This design comes from an exercise in tuning for small area, a short achievable clock period and few clock cycles per item on the open sky130 flow, not from production work.
Only simulation tests tie the RTL to the original design; equivalence was not proved.

$ cat flow/design.v
module rot(input  logic [63:0] i_lane,
           input  logic [5:0 ] i_r,
           output logic [63:0] o_lane
           );
    always_comb begin
        o_lane = (i_lane << i_r) | (i_lane >> (64 - i_r));
    end
endmodule
module rc (input [4:0] t, output logic [63:0] rct);
	always_comb begin
		case (t)
			5'b00000: rct = 64'h0000000000000001;
			5'b00001: rct = 64'h0000000000008082;
			5'b00010: rct = 64'h800000000000808A;
			5'b00011: rct = 64'h8000000080008000;
			5'b00100: rct = 64'h000000000000808B;
			5'b00101: rct = 64'h0000000080000001;
			5'b00110: rct = 64'h8000000080008081;
			5'b00111: rct = 64'h8000000000008009;
			5'b01000: rct = 64'h000000000000008A;
			5'b01001: rct = 64'h0000000000000088;
			5'b01010: rct = 64'h0000000080008009;
			5'b01011: rct = 64'h000000008000000A;
			5'b01100: rct = 64'h000000008000808B;
			5'b01101: rct = 64'h800000000000008B;
			5'b01110: rct = 64'h8000000000008089;
			5'b01111: rct = 64'h8000000000008003;
			5'b10000: rct = 64'h8000000000008002;
			5'b10001: rct = 64'h8000000000000080;
			5'b10010: rct = 64'h000000000000800A;
			5'b10011: rct = 64'h800000008000000A;
			5'b10100: rct = 64'h8000000080008081;
			5'b10101: rct = 64'h8000000000008080;
			5'b10110: rct = 64'h0000000080000001;
			5'b10111: rct = 64'h8000000080008008;
			default: rct = 64'h0;
		endcase
	end
endmodule
module round_counter_k(input  logic       i_clk, i_reset, i_aes_or_keccak,
                       output logic [4:0] o_round
                      );
    always_ff @(posedge i_clk, negedge i_reset) begin
        if (!i_reset)              o_round <= 0;
        else if (o_round == 24)    o_round <= 0; 
        else if (i_aes_or_keccak)  o_round <= 0;
        else                       o_round <= o_round + 1; 
    end
endmodule
module xor_32_bits (
    input  wire  [0:4][31:0] i_data,
    output logic [31:0] o_data
);
    assign o_data[31:16] = i_data[0][31:16] ^ i_data[1][31:16] ^ i_data[2][31:16] ^ i_data[3][31:16] ^ i_data[4][31:16];
    assign o_data[15:0 ] = i_data[0][15:0 ] ^ i_data[1][15:0 ] ^ i_data[2][15:0 ] ^ i_data[3][15:0 ] ^ i_data[4][15:0 ];
endmodule
module n (
    input  wire  [0:3][0:4][31:0] A_in,
    input  wire  [0:4][31:0] i_K_col_5,
    output logic [0:3][31:0] C,
    output logic [31:0] C_5
);
    xor_32_bits xor1(.i_data(A_in[0]),    .o_data(C[0]));
    xor_32_bits xor2(.i_data(A_in[1]),    .o_data(C[1]));
    xor_32_bits xor3(.i_data(A_in[2]),    .o_data(C[2]));
    xor_32_bits xor4(.i_data(A_in[3]),    .o_data(C[3]));
    xor_32_bits xor5(.i_data(i_K_col_5),  .o_data(C_5));
endmodule
module xor_padding(input  wire  [0:3][31:0] i_data,
                   input  wire  [31:0] i_K_col_5,
                   input  wire  [0:4][31:0] i_C_shifted,
                   output logic [0:3][0:4][31:0] o_data,
                   output logic [0:4][31:0] o_K_col_5
                  );
    assign o_data[0][0] = i_data[0];
    assign o_data[0][1] = i_C_shifted[2];
    assign o_data[0][2] = 32'b0;
    assign o_data[0][3] = 32'b0;
    assign o_data[0][4] = 32'b0;
    assign o_data[1][0] = 32'b0;
    assign o_data[1][1] = 32'b0;
    assign o_data[1][2] = i_data[1];
    assign o_data[1][3] = i_C_shifted[3];
    assign o_data[1][4] = 32'b0;
    assign o_data[2][0] = 32'b0;
    assign o_data[2][1] = 32'b0;
    assign o_data[2][2] = 32'b0;
    assign o_data[2][3] = i_C_shifted[4];
    assign o_data[2][4] = i_data[2];
    assign o_data[3][0] = i_data[3];
    assign o_data[3][1] = i_C_shifted[0];
    assign o_data[3][2] = 32'b0;
    assign o_data[3][3] = 32'b0;
    assign o_data[3][4] = 32'b0;
    assign o_K_col_5[0] = i_C_shifted[1];
    assign o_K_col_5[1] = i_K_col_5;
    assign o_K_col_5[2] = 32'b0;
    assign o_K_col_5[3] = 32'b0;
    assign o_K_col_5[4] = 32'b0;
endmodule
module unified_xor_section(input  logic        i_aes_or_keccak,
                           input  wire  [0:3][0:4][31:0] i_A_1_state,
                           input  wire  [0:3][0:4][31:0] i_A_2_state,
                           input  wire  [0:4][0:4][31:0] i_K_state,
                           input  wire  [0:4][31:0] i_C_shifted,
                           output logic [0:4][31:0] o_C,
                           output logic [0:3][63:0] o_A_state,
                           output logic [0:4][31:0] D
                           );
logic [0:4][31:0] C;
logic [0:4][31:0] o_data;
logic [0:3][0:4][31:0] A_in_n_1;
logic [0:3][0:4][31:0] A_in_n_2;
logic [0:4][0:4][31:0] A_in_n_mid;
assign A_in_n_1 = (i_aes_or_keccak) ? i_A_1_state : i_K_state[0:3];
n n1(.A_in(A_in_n_1), .i_K_col_5(i_K_state[4]), .C(C[0:3]), .C_5(C[4]));
assign o_C[0] = C[0];
assign o_C[1] = C[1];
assign o_C[2] = C[2];
assign o_C[3] = C[3];
assign o_C[4] = C[4];
xor_padding xpad(.i_data(C[0:3]), .i_K_col_5(C[4]), .i_C_shifted(i_C_shifted), .o_data(A_in_n_mid[0:3]), .o_K_col_5(A_in_n_mid[4]));
assign A_in_n_2 = (i_aes_or_keccak) ? i_A_2_state : A_in_n_mid[0:3];
n n2(.A_in(A_in_n_2), .i_K_col_5(A_in_n_mid[4]), .C(o_data[0:3]), .C_5(o_data[4]));
   assign o_A_state[3] = (i_aes_or_keccak) ? {C[2]     , C[3]     } : 64'h0;
   assign o_A_state[2] = (i_aes_or_keccak) ? {C[0]     , C[1]     } : 64'h0;
   assign o_A_state[1] = (i_aes_or_keccak) ? {o_data[2], o_data[3]} : 64'h0;
   assign o_A_state[0] = (i_aes_or_keccak) ? {o_data[0], o_data[1]} : 64'h0;
   assign D[0] = (!i_aes_or_keccak) ? o_data[4] : 32'b0;
   assign D[1] = (!i_aes_or_keccak) ? o_data[0] : 32'b0;
   assign D[2] = (!i_aes_or_keccak) ? o_data[1] : 32'b0;
   assign D[3] = (!i_aes_or_keccak) ? o_data[2] : 32'b0;
   assign D[4] = (!i_aes_or_keccak) ? o_data[3] : 32'b0;
endmodule
module sixie (
  input  wire  [0:4][0:4][63:0] A_in,
  input  wire  [0:4][63:0] D,
  input  wire  [63:0] rc,
  output logic [0:4][0:4][63:0] A_out
);
localparam logic [149:0] rot_constants = {
    6'd0, 6'd36, 6'd3, 6'd41, 6'd18,
    6'd1, 6'd44, 6'd10, 6'd45, 6'd2,
    6'd62, 6'd6, 6'd43, 6'd15, 6'd61,
    6'd28, 6'd55, 6'd25, 6'd21, 6'd56,
    6'd27, 6'd20, 6'd39, 6'd8, 6'd14
};
genvar x, y;
generate
  for(x = 0; x < 5; x++) begin : gen_x
      for(y = 0; y < 5; y++) begin : gen_y
          logic [63:0] theta_3_0, theta_3_1, theta_3_2;
          logic [63:0] o_rot_0, o_rot_1, o_rot_2;
          assign theta_3_0 = A_in[(x + 3 * y) % 5][x] ^ D[(x + 3 * y) % 5];
          assign theta_3_1 = A_in[((x + 1) + 3 * y) % 5][(x + 1) % 5] ^ D[((x + 1) + 3 * y) % 5];
          assign theta_3_2 = A_in[((x + 2) + 3 * y) % 5][(x + 2) % 5] ^ D[((x + 2) + 3 * y) % 5];
          wire [5:0] rot_cons_0 = rot_constants[149 - 6 * (5 * ((x + 3 * y) % 5) + x) -: 6];
          wire [5:0] rot_cons_1 = rot_constants[149 - 6 * (5 * (((x + 1) + 3 * y) % 5) + (x + 1) % 5) -: 6];
          wire [5:0] rot_cons_2 = rot_constants[149 - 6 * (5 * (((x + 2) + 3 * y) % 5) + (x + 2) % 5) -: 6];
          rot rot0_ins(.i_lane(theta_3_0), .i_r(rot_cons_0), .o_lane(o_rot_0));
          rot rot1_ins(.i_lane(theta_3_1), .i_r(rot_cons_1), .o_lane(o_rot_1));
          rot rot2_ins(.i_lane(theta_3_2), .i_r(rot_cons_2), .o_lane(o_rot_2));
          wire [63:0] sixie_result = o_rot_0 ^ ((~o_rot_1) & o_rot_2);
          if (x == 0 && y == 0) begin : g_iota
              assign A_out[x][y] = sixie_result ^ rc;
          end
          else begin : g_pass
              assign A_out[x][y] = sixie_result;
          end
      end
  end
endgenerate
endmodule
module S_to_A (
	input  [1599:0] S,
	output [0:4][0:4][63:0] A
);
	assign A[0][0] = {S[1543:1536], S[1551:1544], S[1559:1552], S[1567:1560], S[1575:1568], S[1583:1576], S[1591:1584], S[1599:1592]};
	assign A[1][0] = {S[1479:1472], S[1487:1480], S[1495:1488], S[1503:1496], S[1511:1504], S[1519:1512], S[1527:1520], S[1535:1528]};
	assign A[2][0] = {S[1415:1408], S[1423:1416], S[1431:1424], S[1439:1432], S[1447:1440], S[1455:1448], S[1463:1456], S[1471:1464]};
	assign A[3][0] = {S[1351:1344], S[1359:1352], S[1367:1360], S[1375:1368], S[1383:1376], S[1391:1384], S[1399:1392], S[1407:1400]};
	assign A[4][0] = {S[1287:1280], S[1295:1288], S[1303:1296], S[1311:1304], S[1319:1312], S[1327:1320], S[1335:1328], S[1343:1336]};
	assign A[0][1] = {S[1223:1216], S[1231:1224], S[1239:1232], S[1247:1240], S[1255:1248], S[1263:1256], S[1271:1264], S[1279:1272]};
	assign A[1][1] = {S[1159:1152], S[1167:1160], S[1175:1168], S[1183:1176], S[1191:1184], S[1199:1192], S[1207:1200], S[1215:1208]};
	assign A[2][1] = {S[1095:1088], S[1103:1096], S[1111:1104], S[1119:1112], S[1127:1120], S[1135:1128], S[1143:1136], S[1151:1144]};
	assign A[3][1] = {S[1031:1024], S[1039:1032], S[1047:1040], S[1055:1048], S[1063:1056], S[1071:1064], S[1079:1072], S[1087:1080]};
	assign A[4][1] = {S[967:960]  , S[975:968]  , S[983:976]  , S[991:984]  , S[999:992]  , S[1007:1000], S[1015:1008], S[1023:1016]};
	assign A[0][2] = {S[903:896]  , S[911:904]  , S[919:912]  , S[927:920]  , S[935:928]  , S[943:936]  , S[951:944]  , S[959:952]  };
	assign A[1][2] = {S[839:832]  , S[847:840]  , S[855:848]  , S[863:856]  , S[871:864]  , S[879:872]  , S[887:880]  , S[895:888]  };
	assign A[2][2] = {S[775:768]  , S[783:776]  , S[791:784]  , S[799:792]  , S[807:800]  , S[815:808]  , S[823:816]  , S[831:824]  };
	assign A[3][2] = {S[711:704]  , S[719:712]  , S[727:720]  , S[735:728]  , S[743:736]  , S[751:744]  , S[759:752]  , S[767:760]  };
	assign A[4][2] = {S[647:640]  , S[655:648]  , S[663:656]  , S[671:664]  , S[679:672]  , S[687:680]  , S[695:688]  , S[703:696]  };
	assign A[0][3] = {S[583:576]  , S[591:584]  , S[599:592]  , S[607:600]  , S[615:608]  , S[623:616]  , S[631:624]  , S[639:632]  };
	assign A[1][3] = {S[519:512]  , S[527:520]  , S[535:528]  , S[543:536]  , S[551:544]  , S[559:552]  , S[567:560]  , S[575:568]  };
	assign A[2][3] = {S[455:448]  , S[463:456]  , S[471:464]  , S[479:472]  , S[487:480]  , S[495:488]  , S[503:496]  , S[511:504]  };
	assign A[3][3] = {S[391:384]  , S[399:392]  , S[407:400]  , S[415:408]  , S[423:416]  , S[431:424]  , S[439:432]  , S[447:440]  };
	assign A[4][3] = {S[327:320]  , S[335:328]  , S[343:336]  , S[351:344]  , S[359:352]  , S[367:360]  , S[375:368]  , S[383:376]  };
	assign A[0][4] = {S[263:256]  , S[271:264]  , S[279:272]  , S[287:280]  , S[295:288]  , S[303:296]  , S[311:304]  , S[319:312]  };
	assign A[1][4] = {S[199:192]  , S[207:200]  , S[215:208]  , S[223:216]  , S[231:224]  , S[239:232]  , S[247:240]  , S[255:248]  };
	assign A[2][4] = {S[135:128]  , S[143:136]  , S[151:144]  , S[159:152]  , S[167:160]  , S[175:168]  , S[183:176]  , S[191:184]  };
	assign A[3][4] = {S[71:64]    , S[79:72]    , S[87:80]    , S[95:88]    , S[103:96]   , S[111:104]  , S[119:112]  , S[127:120]  };
	assign A[4][4] = {S[7:0]      , S[15:8]     , S[23:16]    , S[31:24]    , S[39:32]    , S[47:40]    , S[55:48]    , S[63:56]    };
endmodule
module A_to_S (
	input  [0:4][0:4][63:0] A,
	output [1599:0] S
);
	assign {S[1543:1536], S[1551:1544], S[1559:1552], S[1567:1560], S[1575:1568], S[1583:1576], S[1591:1584], S[1599:1592]} = A[0][0];
	assign {S[1479:1472], S[1487:1480], S[1495:1488], S[1503:1496], S[1511:1504], S[1519:1512], S[1527:1520], S[1535:1528]} = A[1][0];
	assign {S[1415:1408], S[1423:1416], S[1431:1424], S[1439:1432], S[1447:1440], S[1455:1448], S[1463:1456], S[1471:1464]} = A[2][0];
	assign {S[1351:1344], S[1359:1352], S[1367:1360], S[1375:1368], S[1383:1376], S[1391:1384], S[1399:1392], S[1407:1400]} = A[3][0];
	assign {S[1287:1280], S[1295:1288], S[1303:1296], S[1311:1304], S[1319:1312], S[1327:1320], S[1335:1328], S[1343:1336]} = A[4][0];
	assign {S[1223:1216], S[1231:1224], S[1239:1232], S[1247:1240], S[1255:1248], S[1263:1256], S[1271:1264], S[1279:1272]} = A[0][1];
	assign {S[1159:1152], S[1167:1160], S[1175:1168], S[1183:1176], S[1191:1184], S[1199:1192], S[1207:1200], S[1215:1208]} = A[1][1];
	assign {S[1095:1088], S[1103:1096], S[1111:1104], S[1119:1112], S[1127:1120], S[1135:1128], S[1143:1136], S[1151:1144]} = A[2][1];
	assign {S[1031:1024], S[1039:1032], S[1047:1040], S[1055:1048], S[1063:1056], S[1071:1064], S[1079:1072], S[1087:1080]} = A[3][1];
	assign {S[967:960]  , S[975:968]  , S[983:976]  , S[991:984]  , S[999:992]  , S[1007:1000], S[1015:1008], S[1023:1016]} = A[4][1];
	assign {S[903:896]  , S[911:904]  , S[919:912]  , S[927:920]  , S[935:928]  , S[943:936]  , S[951:944]  , S[959:952]  } = A[0][2];
	assign {S[839:832]  , S[847:840]  , S[855:848]  , S[863:856]  , S[871:864]  , S[879:872]  , S[887:880]  , S[895:888]  } = A[1][2];
	assign {S[775:768]  , S[783:776]  , S[791:784]  , S[799:792]  , S[807:800]  , S[815:808]  , S[823:816]  , S[831:824]  } = A[2][2];
	assign {S[711:704]  , S[719:712]  , S[727:720]  , S[735:728]  , S[743:736]  , S[751:744]  , S[759:752]  , S[767:760]  } = A[3][2];
	assign {S[647:640]  , S[655:648]  , S[663:656]  , S[671:664]  , S[679:672]  , S[687:680]  , S[695:688]  , S[703:696]  } = A[4][2];
	assign {S[583:576]  , S[591:584]  , S[599:592]  , S[607:600]  , S[615:608]  , S[623:616]  , S[631:624]  , S[639:632]  } = A[0][3];
	assign {S[519:512]  , S[527:520]  , S[535:528]  , S[543:536]  , S[551:544]  , S[559:552]  , S[567:560]  , S[575:568]  } = A[1][3];
	assign {S[455:448]  , S[463:456]  , S[471:464]  , S[479:472]  , S[487:480]  , S[495:488]  , S[503:496]  , S[511:504]  } = A[2][3];
	assign {S[391:384]  , S[399:392]  , S[407:400]  , S[415:408]  , S[423:416]  , S[431:424]  , S[439:432]  , S[447:440]  } = A[3][3];
	assign {S[327:320]  , S[335:328]  , S[343:336]  , S[351:344]  , S[359:352]  , S[367:360]  , S[375:368]  , S[383:376]  } = A[4][3];
	assign {S[263:256]  , S[271:264]  , S[279:272]  , S[287:280]  , S[295:288]  , S[303:296]  , S[311:304]  , S[319:312]  } = A[0][4];
	assign {S[199:192]  , S[207:200]  , S[215:208]  , S[223:216]  , S[231:224]  , S[239:232]  , S[247:240]  , S[255:248]  } = A[1][4];
	assign {S[135:128]  , S[143:136]  , S[151:144]  , S[159:152]  , S[167:160]  , S[175:168]  , S[183:176]  , S[191:184]  } = A[2][4];
	assign {S[71:64]    , S[79:72]    , S[87:80]    , S[95:88]    , S[103:96]   , S[111:104]  , S[119:112]  , S[127:120]  } = A[3][4];
	assign {S[7:0]      , S[15:8]     , S[23:16]    , S[31:24]    , S[39:32]    , S[47:40]    , S[55:48]    , S[63:56]    } = A[4][4];
endmodule
module aesha_keccak(input  logic         i_clk,
                    input  logic         i_reset,    
                    input  logic         i_start,
                    input  logic [511:0] i_data,
                    output logic [511:0] o_data,
                    output logic         o_busy,
                    output logic         o_done
                   );
    logic         busy, done_k;
    logic [4:0]   round_k;
    logic [511:0] data_reg;
    logic [1599:0] S_in, S_out;
    logic [0:4][0:4][63:0] sha_in;
    logic [0:4][0:4][63:0] sha_in_sie;
    logic [0:1][0:4][0:4][31:0] sha_in_mid;
    logic [0:4][0:4][63:0] sha_mid_out;
    logic [0:4][0:4][63:0] sha_out;
    logic [63:0] round_constant;
    logic [0:1][0:4][31:0] D;
    logic [0:4][63:0] D_in;
    logic [0:3][0:4][31:0] A_zero;
    logic [0:1][0:3][63:0] A_unused;
    logic        ctrl_1;
    always_ff @(posedge i_clk or negedge i_reset) begin
        if (!i_reset)                  busy <= 1'b0;
        else if (!busy && i_start)     busy <= 1'b1;
        else if (busy && done_k)       busy <= 1'b0;
    end
    always_ff @(posedge i_clk) begin
        if (!busy && i_start) data_reg <= i_data;
    end
    round_counter_k round_counter_ins1(.i_clk(i_clk), .i_reset(i_reset), .i_aes_or_keccak(!busy), .o_round(round_k));
    assign ctrl_1 = (round_k == 0) ? 1'b0 : 1'b1;
    assign A_zero = '0;
    assign S_in = {data_reg, 8'h01, 48'h0, 8'h80, 1024'h0};
    S_to_A SA_ins(.S(S_in), .A(sha_in));
    always_comb begin
        for (int x = 0; x < 5; x++) begin
            for (int y = 0; y < 5; y++) begin
                sha_in_mid[0][x][y] = (ctrl_1 == 0) ? sha_in[x][y][63:32] : sha_out[x][y][63:32];
                sha_in_mid[1][x][y] = (ctrl_1 == 0) ? sha_in[x][y][31:0 ] : sha_out[x][y][31:0 ];
            end
        end
    end
    logic [0:4][63:0] C;
    logic [0:4][63:0] C_rot;
    logic [0:1][0:4][31:0] o_C;
    logic [0:1][0:4][31:0] i_C_shifted;
    assign C[0] = {o_C[0][0], o_C[1][0]};
    assign C[1] = {o_C[0][1], o_C[1][1]};
    assign C[2] = {o_C[0][2], o_C[1][2]};
    assign C[3] = {o_C[0][3], o_C[1][3]};
    assign C[4] = {o_C[0][4], o_C[1][4]};
    rot rot_ins0 (.i_lane(C[0]), .i_r(6'b1), .o_lane(C_rot[0]));
    rot rot_ins1 (.i_lane(C[1]), .i_r(6'b1), .o_lane(C_rot[1]));
    rot rot_ins2 (.i_lane(C[2]), .i_r(6'b1), .o_lane(C_rot[2]));
    rot rot_ins3 (.i_lane(C[3]), .i_r(6'b1), .o_lane(C_rot[3]));
    rot rot_ins4 (.i_lane(C[4]), .i_r(6'b1), .o_lane(C_rot[4]));
    always_comb begin
        for (int i = 0; i < 5; i++) begin
            i_C_shifted[0][i] = C_rot[i][63:32];
            i_C_shifted[1][i] = C_rot[i][31:0];
        end
    end
    unified_xor_section  uxs0_ins(.i_aes_or_keccak(1'b0),
                                  .i_A_1_state(A_zero),
                                  .i_A_2_state(A_zero),
                                  .i_K_state(sha_in_mid[0]),
                                  .i_C_shifted(i_C_shifted[0]),
                                  .o_C(o_C[0]),
                                  .o_A_state(A_unused[0]),
                                  .D(D[0])
                                 );
    unified_xor_section  uxs1_ins(.i_aes_or_keccak(1'b0),
                                  .i_A_1_state(A_zero),
                                  .i_A_2_state(A_zero),
                                  .i_K_state(sha_in_mid[1]),
                                  .i_C_shifted(i_C_shifted[1]),
                                  .o_C(o_C[1]),
                                  .o_A_state(A_unused[1]),
                                  .D(D[1])
                                 );
    rc rc_inst (.t(round_k), .rct(round_constant));
    assign D_in[0] = {D[0][0], D[1][0]};
    assign D_in[1] = {D[0][1], D[1][1]};
    assign D_in[2] = {D[0][2], D[1][2]};
    assign D_in[3] = {D[0][3], D[1][3]};
    assign D_in[4] = {D[0][4], D[1][4]};
    assign sha_in_sie = (round_k == 0) ? sha_in : sha_out;
    sixie sixie_ins(.A_in(sha_in_sie), .D(D_in), .rc(round_constant), .A_out(sha_mid_out));
    always_ff @(posedge i_clk, negedge i_reset) begin
        if (!i_reset) begin
            sha_out <= '0;
        end
        else if (round_k == 24 || !busy) begin
            sha_out <= '0;
        end
        else sha_out <= sha_mid_out;
    end
    A_to_S AS_ins(.A(sha_out), .S(S_out));
    assign done_k = busy && (round_k == 24);
    assign o_busy = busy;
    assign o_done = done_k;
    assign o_data = done_k ? S_out[1599:1088] : 512'h0;
endmodule
$ cat flow/run.sh
#!/bin/bash
# synth_recipe.tcl (not shown) runs the flow's synth.tcl, then flattens the netlist and writes it again
# the make line also repeats each setting of config.mk as NAME=value (left out here)
make -C /OpenROAD-flow-scripts/flow DESIGN_CONFIG=/design/flow/config.mk WORK_HOME=/design/flow/orfs CLKGATE_MAP_FILE= SYNTH_SCRIPT=/design/flow/synth_recipe.tcl finish
$ cat flow/config.mk
export PLATFORM = sky130hd
export DESIGN_NAME = aesha_keccak
export DESIGN_NICKNAME = aesha_keccak
export VERILOG_FILES = /design/flow/design.v
export SDC_FILE = /design/flow/constraint.sdc
export NUM_CORES = 4
export LEC_CHECK = 0
export CAP_MARGIN = 40
export CORE_MARGIN = 2
export CORE_UTILIZATION = 35
export PLACE_DENSITY = 0.5
export SLEW_MARGIN = 40
$ cat flow/constraint.sdc
create_clock -name core_clock -period 5.5 [get_ports {i_clk}]
set_input_delay 1.1000 -clock core_clock [delete_from_list [all_inputs] [get_ports {i_clk}]]
set_output_delay 1.1000 -clock core_clock [all_outputs]
set_load 0.01 [all_outputs]
==> impl_metrics.env, run 1 <==
export IMPL_outcome="complete, no violations"
export IMPL_portBuffers=1028
export IMPL_grt_usage=0.542
export IMPL_grt_util_met1=0.631
export IMPL_critPathRequiredTime_ns=4.40
export IMPL_synth_area_top_cells="dfrtp_1, xnor2_1, edfxtp_1"
export IMPL_vias=132804
export IMPL_drc_errors=0
export IMPL_cts_tree="done"
export IMPL_drv_slew=0
export IMPL_die_area_um2=413000
export IMPL_area_growth_synth_to_final_pct=26.3
export IMPL_grt_use_met2=0.709
export IMPL_synth_edf_count=512
export IMPL_gr_total_overflow=0
export IMPL_fin_worst_skew_ns=0.0589
export IMPL_synthFlopType="dfrtp_1"
export IMPL_ys_async_sr_fraction=0.758
export IMPL_synth_distinct_cells=46
export IMPL_multi_input_area_um2=88400
export IMPL_largest_reg_flops=1600
export IMPL_initial_core_util=0.351
export IMPL_fin_ws_ns=0.0797
export IMPL_grt_pass1_vias=117687
export IMPL_dieWidth_um=642
export IMPL_synth_cells=14266
export IMPL_io_pins=1029
export IMPL_synth_cell_area_um2=143000
export IMPL_place_area_um2=169000
export IMPL_min_path_type="reg2reg"
export IMPL_rr_worst_depth=11
export IMPL_coreArea_um2=406000
export IMPL_antenna_found_initial=230
export IMPL_wirelength_um=1150000
export IMPL_clk_latency_ns=1.02
export IMPL_tightest_slew_ns=1.10
export IMPL_nets=16572
export IMPL_hp_start="round_counter_ins1.o_round[0]"
export IMPL_clk_pin_slew_ns=0.06
export IMPL_regToRegStartpoint="round_counter_ins1.o_round[1]"
export IMPL_critPathArrivalTime_ns=4.32
export IMPL_fmax_ghz=0.184
export IMPL_syn_num_nets=14788
export IMPL_syn_area_per_cell_um2=10.0
export IMPL_ys_warn_count=4
export IMPL_holdPathEnd="round_counter_ins1.o_round[0]"
export IMPL_worstReg2RegEnd="sha_out[642]"
export IMPL_min_period_ns=5.42
export IMPL_setup_tns_ns=0
export IMPL_yosysTopAreaCellShare=0.282
export IMPL_dpl_hpwl_um=1010000
export IMPL_ant_nets=0
export IMPL_die_h_um=642
export IMPL_cts_root_buf="clkbuf_16"
export IMPL_rsz0062_at_grt="no"
export IMPL_post_place_cells=21173
export IMPL_ys_seq_area_frac=0.390
export IMPL_hold_slack_ns=0.604
export IMPL_ff2ff_setup_slack_ns=0.92
export IMPL_max_slew_margin_rel=0.267
export IMPL_finalHoldViolCount=0
export IMPL_synth_common_cells="xnor2_1, nor2_1, dfrtp_1"
export IMPL_final_cell_area_um2=180000
export IMPL_crit_path_end_kind="output pin"
export IMPL_synth_seq_cells=2118
export IMPL_crit_type="reg2out"
export IMPL_drt_first_pass_iters=8
export IMPL_stdcell_count=21975
export IMPL_synth_most_common_cell="xnor2_1"
export IMPL_clock_sinks=2118
export IMPL_first_iter_violations=22350
export IMPL_drive_gt1_frac=0.145
export IMPL_seqCellArea_um2=55600
export IMPL_pre_cts_slack_ns=0.383
export IMPL_cp_max_fo=48
export IMPL_grt_max_degree=150
export IMPL_fin_util=0.443
export IMPL_fillers=39238
export IMPL_htreeDepth=5
export IMPL_setup_violations=0
export IMPL_met3_usage=0.263
export IMPL_fp_row_count=234
export IMPL_grt_busiest_layer="met2"
export IMPL_fin_crit_sh=0.986
export IMPL_grt_pass1_wl_um=1400000
export IMPL_maxCapViolCount=0
export IMPL_cts_buffers=286
export IMPL_start_kind="register"
export IMPL_cts_buffer_depth=4
export IMPL_yosysTopAreaCell="dfrtp_1"
export IMPL_viasPerCell=6.04
export IMPL_whs_path_depth=1
export IMPL_routabilityCongestion=1.16
export IMPL_routedWlPerCell_um=52.5
what timing repair did:
action,CTS,global route
hold buffers,0,1
setup buffers,2,0
hold endpoints to repair,0,6
gates cloned,5,4
gates resized for setup,5,1
endpoints found under the setup margin,393,183
pin swaps,1,0
how the worst max path moves through the flow:
stage	startpoint	end	slack, ns	cells past startpoint
2_1_floorplan	i_start	data_reg[0]	-3.69	1
3_3_place_gp	round_counter_ins1.o_round[1]	o_data[471]	0.60	9
3_5_place_dp	round_counter_ins1.o_round[1]	o_data[148]	0.38	10
4_1_cts	round_counter_ins1.o_round[1]	o_data[111]	0.02	10
5_1_grt	round_counter_ins1.o_round[1]	o_data[409]	0.0006	10
6_report	round_counter_ins1.o_round[1]	o_data[148]	0.08	10
logic make-up after synthesis:
kind of cell / after synthesis / share of synthesized area
AOI/OAI and AO/OA: 2614 / 0.103
buffers and inverters: 504 / 0.0134
muxes: 216 / 0.0169
and+or+nand+nor: 4124 / 0.143
xor gates and xnor gates: 4683 / 0.333
adders and majority gates: 7 / 0.000614
DFF: 2118 / 0.390
per-layer routing:
metal,vias to the layer above,wire length (um)
li1,52000,-
met1,67609,416000
met2,10530,436000
met3,2617,164000
met4,48,138000
met5,-,579
critical path, cell delays in order, from the launching register on:
cell	delay, ns
dfrtp_1	0.49
inv_1	0.17
ha_1	0.24
nor2b_4	0.28
nand3_4	0.17
nor2_4	0.21
buf_12	0.24
buf_16	0.26
buf_16	0.22
and2_1	0.21
clkdlybuf4s50_1	0.54
layout by cell type (no fill, tap or decap), drive strengths merged, types with 3 or more instances in the layout:
cell type	netlist	final
nor2	1630	1630
nor2b	95	95
diode	0	264
clkbuf	454	399
ha	7	7
xor2	854	854
dfrtp	1606	1606
clkdlybuf4s50	0	1027
clkinv	0	75
xnor2	3479	3479
edfxtp	512	512
inv	5	24
buf	45	959
o21bai	3	3
xnor3	344	344
or3	277	277
o21ai	419	419
nor3	540	540
o21a	7	7
a21o	602	602
nand3	18	18
mux2i	31	31
xor3	6	6
bufinv	0	25
nand2b	196	196
bufbuf	0	4
nor3b	13	13
and3	541	541
nand2	238	238
mux2	184	184
a21oi	1573	1573
clkinvlp	0	7
and2	574	574
final cells by class:
type                            instances  share of cell area
Multi-Input combinational cell      11644               0.491
Sequential cell                      2118               0.309
Timing Repair Buffer                 1995               0.106
Clock buffer                          395              0.0448
Tap cell                             5428              0.0377
Clock inverter                        126             0.00793
Antenna cell                          264             0.00367
Inverter                                5            0.000104
Testbench counts, summed over its fixed seeds: cycles 8,312, items 320.
==> inputs of run 2 (changes only) <==
--- a/flow/design.v
+++ b/flow/design.v
@@ -240,99 +240,118 @@
                     output logic         o_done
                    );
-    logic         busy, done_k;
-    logic [4:0]   round_k;
-    logic [511:0] data_reg;
-    logic [1599:0] S_in, S_out;
-    logic [0:4][0:4][63:0] sha_in;
-    logic [0:4][0:4][63:0] sha_in_sie;
-    logic [0:1][0:4][0:4][31:0] sha_in_mid;
-    logic [0:4][0:4][63:0] sha_mid_out;
-    logic [0:4][0:4][63:0] sha_out;
-    logic [63:0] round_constant;
-    logic [0:1][0:4][31:0] D;
-    logic [0:4][63:0] D_in;
-    logic [0:3][0:4][31:0] A_zero;
-    logic [0:1][0:3][63:0] A_unused;
-    logic        ctrl_1;
+    localparam logic [149:0] ROT = {
+        6'd14, 6'd56, 6'd61, 6'd2,  6'd18,    
+        6'd8,  6'd21, 6'd15, 6'd45, 6'd41,    
+        6'd39, 6'd25, 6'd43, 6'd10, 6'd3,     
+        6'd20, 6'd55, 6'd6,  6'd44, 6'd36,    
+        6'd27, 6'd28, 6'd62, 6'd1,  6'd0      
+    };
+    logic        busy, done;
+    logic [4:0]  cnt;
+    logic        accept;
+    logic [24:0][63:0] a, a_in, a_nx;
+    logic [4:0][63:0]  c, d;
+    logic [24:0][63:0] b;
+    logic [63:0]       rc;
+    assign accept = i_start && !busy;
     always_ff @(posedge i_clk or negedge i_reset) begin
-        if (!i_reset)                  busy <= 1'b0;
-        else if (!busy && i_start)     busy <= 1'b1;
-        else if (busy && done_k)       busy <= 1'b0;
-    end
-    always_ff @(posedge i_clk) begin
-        if (!busy && i_start) data_reg <= i_data;
-    end
-    round_counter_k round_counter_ins1(.i_clk(i_clk), .i_reset(i_reset), .i_aes_or_keccak(!busy), .o_round(round_k));
-    assign ctrl_1 = (round_k == 0) ? 1'b0 : 1'b1;
-    assign A_zero = '0;
-    assign S_in = {data_reg, 8'h01, 48'h0, 8'h80, 1024'h0};
-    S_to_A SA_ins(.S(S_in), .A(sha_in));
-    always_comb begin
-        for (int x = 0; x < 5; x++) begin
-            for (int y = 0; y < 5; y++) begin
-                sha_in_mid[0][x][y] = (ctrl_1 == 0) ? sha_in[x][y][63:32] : sha_out[x][y][63:32];
-                sha_in_mid[1][x][y] = (ctrl_1 == 0) ? sha_in[x][y][31:0 ] : sha_out[x][y][31:0 ];
+        if (!i_reset) begin
+            busy <= 1'b0;
+            done <= 1'b0;
+            cnt  <= 5'd0;
+        end else begin
+            done <= busy && (cnt == 5'd23);
+            if (accept) begin
+                busy <= 1'b1;
+                cnt  <= 5'd0;
+            end else if (busy) begin
+                if (cnt == 5'd23) busy <= 1'b0;
+                cnt <= cnt + 5'd1;
             end
         end
     end
-    logic [0:4][63:0] C;
-    logic [0:4][63:0] C_rot;
-    logic [0:1][0:4][31:0] o_C;
-    logic [0:1][0:4][31:0] i_C_shifted;
-    assign C[0] = {o_C[0][0], o_C[1][0]};
-    assign C[1] = {o_C[0][1], o_C[1][1]};
-    assign C[2] = {o_C[0][2], o_C[1][2]};
-    assign C[3] = {o_C[0][3], o_C[1][3]};
-    assign C[4] = {o_C[0][4], o_C[1][4]};
-    rot rot_ins0 (.i_lane(C[0]), .i_r(6'b1), .o_lane(C_rot[0]));
-    rot rot_ins1 (.i_lane(C[1]), .i_r(6'b1), .o_lane(C_rot[1]));
-    rot rot_ins2 (.i_lane(C[2]), .i_r(6'b1), .o_lane(C_rot[2]));
-    rot rot_ins3 (.i_lane(C[3]), .i_r(6'b1), .o_lane(C_rot[3]));
-    rot rot_ins4 (.i_lane(C[4]), .i_r(6'b1), .o_lane(C_rot[4]));
-    always_comb begin
-        for (int i = 0; i < 5; i++) begin
-            i_C_shifted[0][i] = C_rot[i][63:32];
-            i_C_shifted[1][i] = C_rot[i][31:0];
+    genvar l, k, x, y;
+    generate
+        for (l = 0; l < 25; l++) begin : g_in
+            if (l < 8) begin : g_msg
+                for (k = 0; k < 8; k++) begin : g_byte
+                    assign a_in[l][8*k +: 8] = i_data[511 - 8*(8*l + k) -: 8];
+                end
+            end else if (l == 8) begin : g_pad
+                assign a_in[l] = 64'h8000000000000001;
+            end else begin : g_zero
+                assign a_in[l] = 64'h0;
+            end
         end
-    end
-    unified_xor_section  uxs0_ins(.i_aes_or_keccak(1'b0),
-                                  .i_A_1_state(A_zero),
-                                  .i_A_2_state(A_zero),
-                                  .i_K_state(sha_in_mid[0]),
-                                  .i_C_shifted(i_C_shifted[0]),
-                                  .o_C(o_C[0]),
-                                  .o_A_state(A_unused[0]),
-                                  .D(D[0])
-                                 );
-    unified_xor_section  uxs1_ins(.i_aes_or_keccak(1'b0),
-                                  .i_A_1_state(A_zero),
-                                  .i_A_2_state(A_zero),
-                                  .i_K_state(sha_in_mid[1]),
-                                  .i_C_shifted(i_C_shifted[1]),
-                                  .o_C(o_C[1]),
-                                  .o_A_state(A_unused[1]),
-                                  .D(D[1])
-                                 );
-    rc rc_inst (.t(round_k), .rct(round_constant));
-    assign D_in[0] = {D[0][0], D[1][0]};
-    assign D_in[1] = {D[0][1], D[1][1]};
-    assign D_in[2] = {D[0][2], D[1][2]};
-    assign D_in[3] = {D[0][3], D[1][3]};
-    assign D_in[4] = {D[0][4], D[1][4]};
-    assign sha_in_sie = (round_k == 0) ? sha_in : sha_out;
-    sixie sixie_ins(.A_in(sha_in_sie), .D(D_in), .rc(round_constant), .A_out(sha_mid_out));
-    always_ff @(posedge i_clk, negedge i_reset) begin
-        if (!i_reset) begin
-            sha_out <= '0;
+    endgenerate
+    generate
+        for (x = 0; x < 5; x++) begin : g_c
+            assign c[x] = a[x] ^ a[x+5] ^ a[x+10] ^ a[x+15] ^ a[x+20];
         end
-        else if (round_k == 24 || !busy) begin
-            sha_out <= '0;
+        for (x = 0; x < 5; x++) begin : g_d
+            assign d[x] = c[(x+4)%5] ^ {c[(x+1)%5][62:0], c[(x+1)%5][63]};
         end
-        else sha_out <= sha_mid_out;
+        for (x = 0; x < 5; x++) begin : g_rx
+            for (y = 0; y < 5; y++) begin : g_ry
+                localparam int R = ROT[6*(x+5*y) +: 6];
+                logic [63:0] t;
+                assign t = a[x+5*y] ^ d[x];
+                if (R == 0) begin : g_r0
+                    assign b[y + 5*((2*x+3*y)%5)] = t;
+                end else begin : g_rn
+                    assign b[y + 5*((2*x+3*y)%5)] = {t[63-R:0], t[63:64-R]};
+                end
+            end
+        end
+        for (x = 0; x < 5; x++) begin : g_chx
+            for (y = 0; y < 5; y++) begin : g_chy
+                if (x == 0 && y == 0) begin : g_iota
+                    assign a_nx[0] = b[0] ^ (~b[1] & b[2]) ^ rc;
+                end else begin : g_chi
+                    assign a_nx[x+5*y] = b[x+5*y] ^ (~b[(x+1)%5+5*y] & b[(x+2)%5+5*y]);
+                end
+            end
+        end
+    endgenerate
+    always_comb begin
+        case (cnt)
+            5'd0:  rc = 64'h0000000000000001;
+            5'd1:  rc = 64'h0000000000008082;
+            5'd2:  rc = 64'h800000000000808A;
+            5'd3:  rc = 64'h8000000080008000;
+            5'd4:  rc = 64'h000000000000808B;
+            5'd5:  rc = 64'h0000000080000001;
+            5'd6:  rc = 64'h8000000080008081;
+            5'd7:  rc = 64'h8000000000008009;
+            5'd8:  rc = 64'h000000000000008A;
+            5'd9:  rc = 64'h0000000000000088;
+            5'd10: rc = 64'h0000000080008009;
+            5'd11: rc = 64'h000000008000000A;
+            5'd12: rc = 64'h000000008000808B;
+            5'd13: rc = 64'h800000000000008B;
+            5'd14: rc = 64'h8000000000008089;
+            5'd15: rc = 64'h8000000000008003;
+            5'd16: rc = 64'h8000000000008002;
+            5'd17: rc = 64'h8000000000000080;
+            5'd18: rc = 64'h000000000000800A;
+            5'd19: rc = 64'h800000008000000A;
+            5'd20: rc = 64'h8000000080008081;
+            5'd21: rc = 64'h8000000000008080;
+            5'd22: rc = 64'h0000000080000001;
+            5'd23: rc = 64'h8000000080008008;
+            default: rc = 64'h0;
+        endcase
     end
-    A_to_S AS_ins(.A(sha_out), .S(S_out));
-    assign done_k = busy && (round_k == 24);
+    always_ff @(posedge i_clk) begin
+        a <= accept ? a_in : a_nx;
+    end
+    generate
+        for (l = 0; l < 8; l++) begin : g_out
+            for (k = 0; k < 8; k++) begin : g_obyte
+                assign o_data[511 - 8*(8*l + k) -: 8] = a[l][8*k +: 8];
+            end
+        end
+    endgenerate
     assign o_busy = busy;
-    assign o_done = done_k;
-    assign o_data = done_k ? S_out[1599:1088] : 512'h0;
+    assign o_done = done;
 endmodule
==> impl_metrics.env, run 2 <==
export IMPL_outcome="complete, no violations"
export IMPL_cpPeakStageDelay_ns=0.95
export IMPL_ys_async_sr_fraction=0.00436
export IMPL_synth_edf_count=0
export IMPL_stdcell_count=15980
export IMPL_initial_core_util=0.351
export IMPL_cp_slowest_cell="xnor3_1"
export IMPL_fin_util=0.413
export IMPL_routabilityCongestion=1.10
export IMPL_finalHoldViolCount=0
export IMPL_fmax_ghz=0.254
export IMPL_gr_total_overflow=0
export IMPL_synthFlopType="dfxtp_1"
export IMPL_fin_worst_skew_ns=0.0539
export IMPL_setup_violations=0
export IMPL_synth_distinct_cells=41
export IMPL_drive_gt1_frac=0.101
export IMPL_die_h_um=599
export IMPL_drv_slew=0
export IMPL_viasPerCell=5.38
export IMPL_synth_common_cells="xnor2_1, xnor3_1, dfxtp_1"
export IMPL_drt_first_pass_iters=5
export IMPL_cts_root_buf="clkbuf_16"
export IMPL_clock_sinks=1607
export IMPL_synth_seq_cells=1607
export IMPL_fin_ws_ns=1.57
export IMPL_synthSimpleGateAreaFrac=0.128
export IMPL_routedWlPerCell_um=53.9
export IMPL_cts_setup_buffers=0
export IMPL_yosysTopAreaCellShare=0.336
export IMPL_ys_seq_area_frac=0.260
export IMPL_vias=85992
export IMPL_dpl_hpwl_um=755000
export IMPL_timing_critical_path_mode_cell="xnor3_1"
export IMPL_synth_area_top_cells="xnor3_1, dfxtp_1, xnor2_1"
export IMPL_mostFrequentLayoutCells="xnor2_1, xnor3_1, dfxtp_1"
export IMPL_drc_errors=0
export IMPL_grt_usage=0.471
export IMPL_portBuffers=1028
export IMPL_ys_warn_count=1
export IMPL_hold_slack_ns=0.487
export IMPL_cts_resized=0
export IMPL_synth_most_common_cell="xnor2_1"
export IMPL_clk_pin_slew_ns=0.06
export IMPL_cp_max_fo=10
export IMPL_cts_hold_buf=0
export IMPL_yosysTopAreaCell="xnor3_1"
export IMPL_critPathRequiredTime_ns=6.33
export IMPL_io_pins=1029
export IMPL_rr_worst_depth=6
export IMPL_synth_cells=10299
export IMPL_yosys_area_share_adder=0.000606
export IMPL_htreeDepth=4
export IMPL_synth_cell_area_um2=124000
export IMPL_post_place_cells=15484
export IMPL_place_area_um2=137000
export IMPL_synthMuxAreaShare=0.000788
export IMPL_grt_pass1_wl_um=1030000
export IMPL_rsz0062_at_grt="no"
export IMPL_largest_reg_flops=1600
export IMPL_crit_type="reg2reg"
export IMPL_coreArea_um2=352000
export IMPL_setup_tns_ns=0
export IMPL_wirelength_um=861000
export IMPL_fin_crit_sh=0.714
export IMPL_area_growth_synth_to_final_pct=17.6
export IMPL_cts_buffer_depth=4
export IMPL_top_register="a"
export IMPL_max_slew_margin_rel=0.264
export IMPL_fp_row_count=218
export IMPL_syn_area_per_cell_um2=12.0
export IMPL_critPathArrivalTime_ns=4.76
export IMPL_antenna_found_initial=119
export IMPL_tightest_slew_ns=1.10
export IMPL_nets=11501
export IMPL_dieWidth_um=599
export IMPL_maxCapViolCount=0
export IMPL_final_cell_area_um2=146000
export IMPL_synth_xor_area_frac=0.551
export IMPL_min_period_ns=3.93
export IMPL_crit_chain="xnor3_1, xnor2_4, xnor3_1, nand2b_1, xnor2_2, o21ai_1"
export IMPL_first_iter_violations=11780
export IMPL_grt_max_degree=200
export IMPL_clk_latency_ns=1.00
export IMPL_pre_cts_slack_ns=1.52
export IMPL_crit_path_end_kind="register"
export IMPL_syn_num_nets=10820
export IMPL_cts_tree="done"
export IMPL_final_common_cell="xnor2_1"
export IMPL_synth_compound_area_frac=0.0219
export IMPL_start_kind="register"
export IMPL_die_area_um2=359000
export IMPL_grt_pass1_vias=80898
export IMPL_min_path_type="in2async"
export IMPL_ant_nets=0
export IMPL_synth_top_family_by_area="XOR/XNOR gates"
export IMPL_cts_buffers=217
## run 2: routing by layer
metal	up-vias	wire, um	track usage
met2	5449	348000	0.661
met3	1423	92700	0.162
li1	34555	-	-
met5	-	650	0.00227
met1	44525	321000	0.557
met4	40	99500	0.452
## run 2: worst paths after layout
kind,startpoint,to,slack (ns)
min,i_reset,done,0.49
max reg2reg,a[251],a[201],1.57
max,a[251],a[201],1.57
min in group core_clock,i_data[353],a[153],0.66
min reg2reg,cnt[1],cnt[1],0.75
max in group asynchronous,i_reset,cnt[4],4.62
## run 2: critical path, delay by kind of cell, from the launching register on
| family | cells | cell delay, ns |
|---|---|---|
| xor gates and xnor gates | 4 | 2.66 |
| DFF | 1 | 0.49 |
| and+or+nand+nor | 1 | 0.41 |
| AOI/OAI and AO/OA | 1 | 0.19 |
## run 2: cell families (layout without fill, tap and decap cells)
family | Yosys count | count (layout)
xor+xnor | 4170 | 4170
simple gates | 3220 | 3220
flops | 1607 | 1607
buf+inv | 756 | 1616
compound gates | 532 | 532
mux | 8 | 8
fa+ha+maj | 6 | 6
other cells | 0 | 91
## run 2: final cells by class
type	instances	area (um2)
antenna	91	228
clock buffer	311	6420
clock inverter	87	1230
fill	33417	207000
inverter	4	15.0
multi-input combinational	7936	87600
sequential	1607	32200
tap	4730	5920
timing repair buffer	1214	12000
Testbench counts of run 2, summed over its fixed seeds: cycles 8,000, items 320.
==> inputs of run 3 (changes only) <==
--- a/flow/design.v
+++ b/flow/design.v
@@ -285,29 +285,48 @@
         end
     endgenerate
+    logic [4:0][63:0]  p01, p23, p0123;
+    logic [24:0][63:0] t;
+    logic [63:0]       ldv;
+    assign ldv = {64{accept}};
     generate
         for (x = 0; x < 5; x++) begin : g_c
-            assign c[x] = a[x] ^ a[x+5] ^ a[x+10] ^ a[x+15] ^ a[x+20];
+            kx2 u_p01  (.a(a[x]),     .b(a[x+5]),  .y(p01[x]));
+            kx2 u_p23  (.a(a[x+10]),  .b(a[x+15]), .y(p23[x]));
+            kx2 u_p0123(.a(p01[x]),   .b(p23[x]),  .y(p0123[x]));
+            kx2 u_c    (.a(p0123[x]), .b(a[x+20]), .y(c[x]));
         end
         for (x = 0; x < 5; x++) begin : g_d
-            assign d[x] = c[(x+4)%5] ^ {c[(x+1)%5][62:0], c[(x+1)%5][63]};
+            kx2 u_d(.a(c[(x+4)%5]), .b({c[(x+1)%5][62:0], c[(x+1)%5][63]}), .y(d[x]));
         end
         for (x = 0; x < 5; x++) begin : g_rx
             for (y = 0; y < 5; y++) begin : g_ry
                 localparam int R = ROT[6*(x+5*y) +: 6];
-                logic [63:0] t;
-                assign t = a[x+5*y] ^ d[x];
+                kx2 u_t(.a(a[x+5*y]), .b(d[x]), .y(t[x+5*y]));
                 if (R == 0) begin : g_r0
-                    assign b[y + 5*((2*x+3*y)%5)] = t;
+                    assign b[y + 5*((2*x+3*y)%5)] = t[x+5*y];
                 end else begin : g_rn
-                    assign b[y + 5*((2*x+3*y)%5)] = {t[63-R:0], t[63:64-R]};
+                    assign b[y + 5*((2*x+3*y)%5)] = {t[x+5*y][63-R:0], t[x+5*y][63:64-R]};
                 end
             end
         end
-        for (x = 0; x < 5; x++) begin : g_chx
-            for (y = 0; y < 5; y++) begin : g_chy
-                if (x == 0 && y == 0) begin : g_iota
-                    assign a_nx[0] = b[0] ^ (~b[1] & b[2]) ^ rc;
-                end else begin : g_chi
-                    assign a_nx[x+5*y] = b[x+5*y] ^ (~b[(x+1)%5+5*y] & b[(x+2)%5+5*y]);
+        for (l = 0; l < 25; l++) begin : g_chi
+            logic [63:0] b0, nb, xn, x1;
+            if (l == 0) begin : g_iota
+                assign b0 = b[0] ^ rc;
+            end else begin : g_pass
+                assign b0 = b[l];
+            end
+            kornb u_nb(.a(b[(l%5+2)%5 + 5*(l/5)]), .b(b[(l%5+1)%5 + 5*(l/5)]), .y(nb));
+            if (l < 8) begin : g_msg
+                kxn2 u_x (.a(b0), .b(nb), .y(x1));
+                kmux u_ld(.s(ldv), .a(x1), .b(a_in[l]), .y(a_nx[l]));
+            end else begin : g_clr
+                logic [63:0] z;
+                kx2  u_xn(.a(b0), .b(nb), .y(xn));
+                knor u_ld(.a(ldv), .b(xn), .y(z));
+                if (l == 8) begin : g_pad
+                    assign a_nx[l] = z | {accept, 62'h0, accept};
+                end else begin : g_zero
+                    assign a_nx[l] = z;
                 end
             end
@@ -344,5 +363,5 @@
     end
     always_ff @(posedge i_clk) begin
-        a <= accept ? a_in : a_nx;
+        a <= a_nx;
     end
     generate
@@ -356,2 +375,19 @@
     assign o_done = done;
 endmodule
+module kx2(input  logic [63:0] a, b, output logic [63:0] y);
+    assign y = a ^ b;
+endmodule
+module kxn2(input  logic [63:0] a, b, output logic [63:0] y);
+    assign y = ~(a ^ b);
+endmodule
+module kornb(input  logic [63:0] a, b, output logic [63:0] y);
+    assign y = b | ~a;
+endmodule
+module knor(input  logic [63:0] a, b, output logic [63:0] y);
+    assign y = ~(a | b);
+endmodule
+module kmux(input  logic [63:0] s, a, b, output logic [63:0] y);
+    for (genvar i = 0; i < 64; i++) begin : g_bit
+        assign y[i] = s[i] ? b[i] : a[i];
+    end
+endmodule
--- a/flow/config.mk
+++ b/flow/config.mk
@@ -10,3 +10,5 @@
 export CORE_UTILIZATION = 35
 export PLACE_DENSITY = 0.5
+export SETUP_SLACK_MARGIN = 2.0
 export SLEW_MARGIN = 40
+export SYNTH_HIERARCHICAL = 1
==> impl_metrics.env, run 3 <==
export IMPL_cts_hold_buf=0
export IMPL_drv_slew=0
export IMPL_fin_crit_sh=0.684
export IMPL_ant_nets=0
export IMPL_ys_warn_count=7
export IMPL_fin_util=0.471
export IMPL_synthFlopType="dfxtp_1"
export IMPL_multi_input_area_um2=75500
export IMPL_drc_errors=0
export IMPL_antenna_found_initial=79
export IMPL_pre_cts_slack_ns=1.42
export IMPL_maxCapViolCount=0
export IMPL_grt_usage=0.475
export IMPL_ys_async_sr_fraction=0.00436
export IMPL_min_path_type="in2async"
export IMPL_final_common_cell="xor2_1"
export IMPL_cts_tree="done"
export IMPL_fillers=26828
export IMPL_wirelength_um=714000
export IMPL_drt_first_pass_iters=6
export IMPL_io_pins=1029
export IMPL_stdcell_count=15411
export IMPL_synth_seq_cells=1607
export IMPL_fp_row_count=196
export IMPL_clk_pin_slew_ns=0.07
export IMPL_fin_ws_ns=1.74
export IMPL_maxUsedRoutingLayer="met5"
export IMPL_fmax_ghz=0.266
export IMPL_gr_total_overflow=0
export IMPL_routedWlPerCell_um=46.3
export IMPL_rr_worst_depth=8
export IMPL_cts_buffers=210
export IMPL_nets=11914
export IMPL_ys_seq_area_frac=0.320
export IMPL_crit_path_end_kind="register"
export IMPL_post_place_cells=14927
export IMPL_grt_pass1_wl_um=874000
export IMPL_setup_violations=0
export IMPL_synth_area_top_cells="xor2_1, dfxtp_1, nand2b_1"
export IMPL_synth_distinct_cells=39
export IMPL_first_iter_violations=10573
export IMPL_cts_root_buf="clkbuf_16"
export IMPL_largest_reg_flops=1600
export IMPL_synth_most_common_cell="xor2_1"
export IMPL_synth_cell_area_um2=101000
export IMPL_wl_met1_um=280000
export IMPL_top_register="a"
export IMPL_synth_cells=10212
export IMPL_critPathRequiredTime_ns=6.31
export IMPL_outcome="complete, no violations"
export IMPL_tightest_slew_ns=1.06
export IMPL_synth_edf_count=0
export IMPL_cp_max_fo=5
export IMPL_clk_latency_ns=0.94
export IMPL_routabilityCongestion=1.12
export IMPL_grt_max_degree=115
export IMPL_dr_wl_met2_um=285000
export IMPL_dpl_hpwl_um=636000
export IMPL_vias=79831
export IMPL_dieWidth_um=540
export IMPL_clock_sinks=1607
export IMPL_synth_common_cells="xor2_1, nand2b_1, dfxtp_1"
export IMPL_crit_type="reg2reg"
export IMPL_fin_worst_skew_ns=0.0416
export IMPL_portBuffers=1028
export IMPL_viasPerCell=5.18
export IMPL_drive_gt1_frac=0.205
export IMPL_grt_pass1_vias=76644
export IMPL_start_kind="register"
export IMPL_die_area_um2=292000
export IMPL_critPathArrivalTime_ns=4.57
export IMPL_max_slew_margin_rel=0.296
export IMPL_rsz0062_at_grt="yes"
export IMPL_yosysTopAreaCellShare=0.374
export IMPL_seqCellArea_um2=32200
export IMPL_initial_core_util=0.352
export IMPL_worstReg2RegEnd="a[1031]"
export IMPL_regToRegStartpoint="a[1080]"
export IMPL_min_period_ns=3.76
export IMPL_syn_num_nets=10735
export IMPL_ff2ff_setup_slack_ns=1.74
export IMPL_yosysTopAreaCell="xor2_1"
export IMPL_finalHoldViolCount=0
export IMPL_htreeDepth=4
export IMPL_wl_met3_um=77900
export IMPL_cts_buffer_depth=4
export IMPL_area_growth_synth_to_final_pct=33.6
export IMPL_mostFrequentLayoutCells="xor2_1, nand2b_1, dfxtp_1"
export IMPL_die_h_um=540
export IMPL_coreArea_um2=285000
export IMPL_setup_tns_ns=0
export IMPL_syn_area_per_cell_um2=9.85
run 3: per-layer routing:
layer,vias to the layer above,track usage
met1,40761,0.591
li1,32697,-
met5,-,0
met3,1269,0.157
met4,22,0.392
met2,5082,0.664
run 3: cell families (layout without fill, tap and decap cells):
logic type | count (synthesis) | after routing | synth area share
adder cells (fa/ha/maj) | 8 | 8 | 0.000996
AND/OR/NAND/NOR | 2718 | 2718 | 0.142
flip-flops | 1607 | 1607 | 0.320
AO/OA/AOI/OAI | 30 | 30 | 0.00197
multiplexers | 515 | 515 | 0.0768
XOR/XNOR | 4809 | 4809 | 0.419
other | 0 | 82 | 0
buffers and inverters | 525 | 1880 | 0.0393
run 3: final cells by class:
class	instances	area share
flip-flops and latches	1607	0.240
repair buffers	1486	0.107
clock buffers	289	0.0450
inverters	6	0.000196
well taps	3762	0.0350
diodes	82	0.00153
multi-input cells	8080	0.562
clock inverters	99	0.00950
run 3: stage by stage:
stage	instance area [um2]	hold slack, ns
after floorplan	101000	0.586
after global placement	117000	0.578
after detailed placement	123000	0.593
after CTS	132000	0.395
after global routing	134000	0.469
final	134000	0.461
run 3: worst max-delay path: stages (launching register included):
cell and delay, ns:
dfxtp_1 0.54, xor2_1 0.30, xor2_1 0.20, xor2_1 0.73, xor2_4 0.43, xor2_2 0.63
nand2b_1 0.15, xor2_1 0.54, nor2_1 0.10
run 3: how the worst max path moves through the flow:
stage,slack (ns),start,cells after the start,to
after global placement,0.11,a[328],7,a[849]
after global routing,1.89,a[735],8,a[882]
after CTS,1.80,a[468],8,a[386]
final,1.74,a[1080],8,a[1031]
after floorplan,-18.70,i_start,3,a[0]
after detailed placement,1.42,a[341],8,a[386]
run 3: Yosys stat by module, one instance, submodules excluded:
module,cells inside,copies in the design,flip-flops and latches,area [um2]
kxn2,64,8,0,561
kmux,64,8,0,961
kornb,64,25,0,400
aesha_keccak,2212,1,1607,36700
knor,64,17,0,240
kx2,64,67,0,561
run 3: repair_timing:
| action | 4_1_cts | 5_1_grt |
|---|---|---|
| pin swaps | 10 | 16 |
| resized for setup | 288 | 170 |
| buffers inserted | 7 | 6 |
| endpoints found under the setup margin | 440 | 305 |
Testbench counts of run 3, summed over its fixed seeds: cycles 8,000, items 320.
==> inputs of run 4 (changes only) <==
--- a/flow/config.mk
+++ b/flow/config.mk
@@ -10,5 +10,4 @@
 export CORE_UTILIZATION = 35
 export PLACE_DENSITY = 0.5
-export SETUP_SLACK_MARGIN = 2.0
 export SLEW_MARGIN = 40
 export SYNTH_HIERARCHICAL = 1
==> impl_metrics.env, run 4 <==
export IMPL_top_register="a"
export IMPL_start_kind="register"
export IMPL_max_slew_margin_rel=0.289
export IMPL_clock_sinks=1607
export IMPL_synth_seq_cells=1607
export IMPL_first_iter_violations=10203
export IMPL_initial_core_util=0.352
export IMPL_synthFlopType="dfxtp_1"
export IMPL_crit_type="reg2reg"
export IMPL_synth_common_cells="xor2_1, nand2b_1, dfxtp_1"
export IMPL_synth_area_top_cells="xor2_1, dfxtp_1, nand2b_1"
export IMPL_die_area_um2=292000
export IMPL_worstReg2RegEnd="a[967]"
export IMPL_wirelength_um=713000
export IMPL_synth_most_common_cell="xor2_1"
export IMPL_htreeDepth=4
export IMPL_rr_worst_depth=9
export IMPL_critPathRequiredTime_ns=6.29
export IMPL_routedWlPerCell_um=46.3
export IMPL_io_pins=1029
export IMPL_regToRegStartpoint="a[701]"
export IMPL_grt_pass1_vias=76370
export IMPL_finalHoldViolCount=0
export IMPL_cts_hold_buf=0
export IMPL_vias=79498
export IMPL_final_common_cell="xor2_1"
export IMPL_cts_tree="done"
export IMPL_fmax_ghz=0.233
export IMPL_syn_num_nets=10735
export IMPL_min_path_type="in2async"
export IMPL_area_growth_synth_to_final_pct=29.8
export IMPL_setup_violations=0
export IMPL_routabilityCongestion=1.12
export IMPL_clk_latency_ns=0.94
export IMPL_crit_path_end_kind="register"
export IMPL_ant_nets=0
export IMPL_tightest_slew_ns=1.06
export IMPL_drive_gt1_frac=0.176
export IMPL_nets=11902
export IMPL_synth_distinct_cells=39
export IMPL_fin_worst_skew_ns=0.0401
export IMPL_viasPerCell=5.16
export IMPL_critPathArrivalTime_ns=5.07
export IMPL_fin_crit_sh=0.779
export IMPL_cts_resized=0
export IMPL_drc_errors=0
export IMPL_ys_warn_count=7
export IMPL_dpl_hpwl_um=636000
export IMPL_grt_usage=0.474
export IMPL_gr_total_overflow=0
export IMPL_ys_seq_area_frac=0.320
export IMPL_setup_tns_ns=0
export IMPL_rsz0062_at_grt="no"
export IMPL_cts_root_buf="clkbuf_16"
export IMPL_cp_max_fo=5
export IMPL_coreArea_um2=285000
export IMPL_ff2ff_setup_slack_ns=1.21
export IMPL_synth_cells=10212
export IMPL_cts_setup_buffers=0
export IMPL_min_period_ns=4.29
export IMPL_dieWidth_um=540
export IMPL_drt_first_pass_iters=7
export IMPL_grt_pass1_wl_um=872000
export IMPL_drv_slew=0
export IMPL_syn_area_per_cell_um2=9.85
export IMPL_fp_row_count=196
export IMPL_outcome="complete, no violations"
export IMPL_clk_pin_slew_ns=0.06
export IMPL_synth_edf_count=0
export IMPL_largest_reg_flops=1600
export IMPL_maxCapViolCount=0
export IMPL_grt_max_degree=115
export IMPL_yosysTopAreaCell="xor2_1"
export IMPL_die_h_um=540
export IMPL_cts_buffers=210
export IMPL_yosysTopAreaCellShare=0.374
export IMPL_mostFrequentLayoutCells="xor2_1, nand2b_1, dfxtp_1"
export IMPL_synth_cell_area_um2=101000
export IMPL_antenna_found_initial=88
export IMPL_portBuffers=1028
export IMPL_cts_buffer_depth=4
export IMPL_ys_async_sr_fraction=0.00436
==> run 4: changes by cell type in the layout (fill, tap and decap cells not counted), moves of 2 or more <==
| cell | before | now |
|---|---|---|
| buf_12 | 27 | 17 |
| buf_4 | 413 | 411 |
| dfxtp_1 | 1596 | 1599 |
| dfxtp_2 | 4 | 1 |
| diode_2 | 82 | 76 |
| nor2_1 | 1084 | 1092 |
| nor2_2 | 9 | 1 |
| xnor2_1 | 511 | 518 |
| xnor2_2 | 7 | 0 |
| xor2_1 | 3277 | 3577 |
| xor2_2 | 709 | 522 |
| xor2_4 | 305 | 192 |
==> run 4: logic make-up (layout without fill, tap and decap cells) <==
kind of cell               Yosys count  count (layout)  synth area share
buffers and inverters              525            1868            0.0393
other                                0              76                 0
and+or+nand+nor                   2718            2718             0.142
AOI/OAI and AO/OA                   30              30           0.00197
xor gates and xnor gates          4809            4809             0.419
muxes                              515             515            0.0768
adders and majority gates            8               8          0.000996
DFF                               1607            1607             0.320
==> run 4: worst max-delay path by stage <==
| stage | slack, ns | endpoint | startpoint | cells after the start |
|---|---|---|---|---|
| global route | 1.40 | a[481] | a[740] | 8 |
| floorplan | -18.70 | a[0] | i_start | 3 |
| CTS | 1.35 | a[386] | a[341] | 8 |
| finish | 1.21 | a[967] | a[701] | 9 |
| detailed placement | 1.42 | a[386] | a[341] | 8 |
| global placement | 0.11 | a[849] | a[328] | 7 |
==> run 4: area by class of cell <==
cell class,count,area (um2)
fill,27227,155000
multi-input combinational,8080,71900
sequential,1607,32200
timing repair buffer,1474,14100
clock buffer,289,6050
tap,3762,4710
clock inverter,99,1280
antenna,76,190
inverter,6,26.3
==> run 4: through the flow <==
stage,hold slack (ns),setup WS (ns),util,cell area [um2],instances
final,0.454,1.21,0.457,131000,15393
after global routing,0.468,1.40,0.457,130000,15319
after CTS,0.395,1.35,0.455,130000,15315
after detailed placement,0.593,1.42,0.429,123000,14927
after global placement,0.578,0.109,0.410,117000,14910
after floorplan,0.586,-18.70,-,101000,10212
==> run 4: critical path, cell delays in order (launching register included) <==
cell      delay [ns]
dfxtp_1         0.52
xor2_1          0.26
xor2_1          0.21
xor2_1          0.76
xor2_1          0.52
buf_4           0.29
xor2_1          0.54
nand2b_1        0.14
xor2_1          0.75
nor2_1          0.11
==> run 4: Yosys stat by module (local to each module, per instance) <==
module	area, um2	copies in the design
aesha_keccak	36700	1
kmux	961	8
kx2	561	67
kxn2	561	8
kornb	400	25
knor	240	17
==> run 4: metal layers <==
metal	routed length, um	global-route usage	vias to the layer above
li1	-	-	32942
met1	281000	0.577	40422
met2	285000	0.664	4814
met3	77400	0.175	1278
met4	69200	0.387	42
met5	341	0	-

## port drivers added, routing unchanged
In the flow no input, the clock included, has a driving cell. The finished layouts below were timed again as built, in two steps.
Step 1 (the two cells are an assumption about what drives the block):
set clk [get_ports {i_clk}]
set_driving_cell -lib_cell sky130_fd_sc_hd__clkbuf_16 $clk
set_driving_cell -lib_cell sky130_fd_sc_hd__buf_2 [delete_from_list [all_inputs] $clk]
Step 2 also shifts input and output timing later by t, the mid clock arrival at the registers, as if the neighbouring blocks saw the same clock.
a / b / c = ideal ports / drivers / drivers and shift; a / b = the first two.
run | t (ns) | setup slack, ns | latest minus earliest clock arrival (ns) | worst data-port slew with drivers (ns)
run 1 | 1.127 | 0.080 / -0.052 / 0.925 | 0.059 / 0.059 | 0.16
run 2 | 1.097 | 1.571 / 1.571 / 1.450 | 0.054 / 0.054 | 0.17
run 3 | 1.043 | 1.738 / 1.738 / 1.284 | 0.043 / 0.042 | 0.10
run 4 | 1.035 | 1.213 / 1.213 / 1.213 | 0.041 / 0.042 | 0.12
After both steps every run listed still meets setup and hold. For run 3, which loses most, drivers alone change the setup slack by 0.000 ns; drivers and shift together by -0.454 ns.
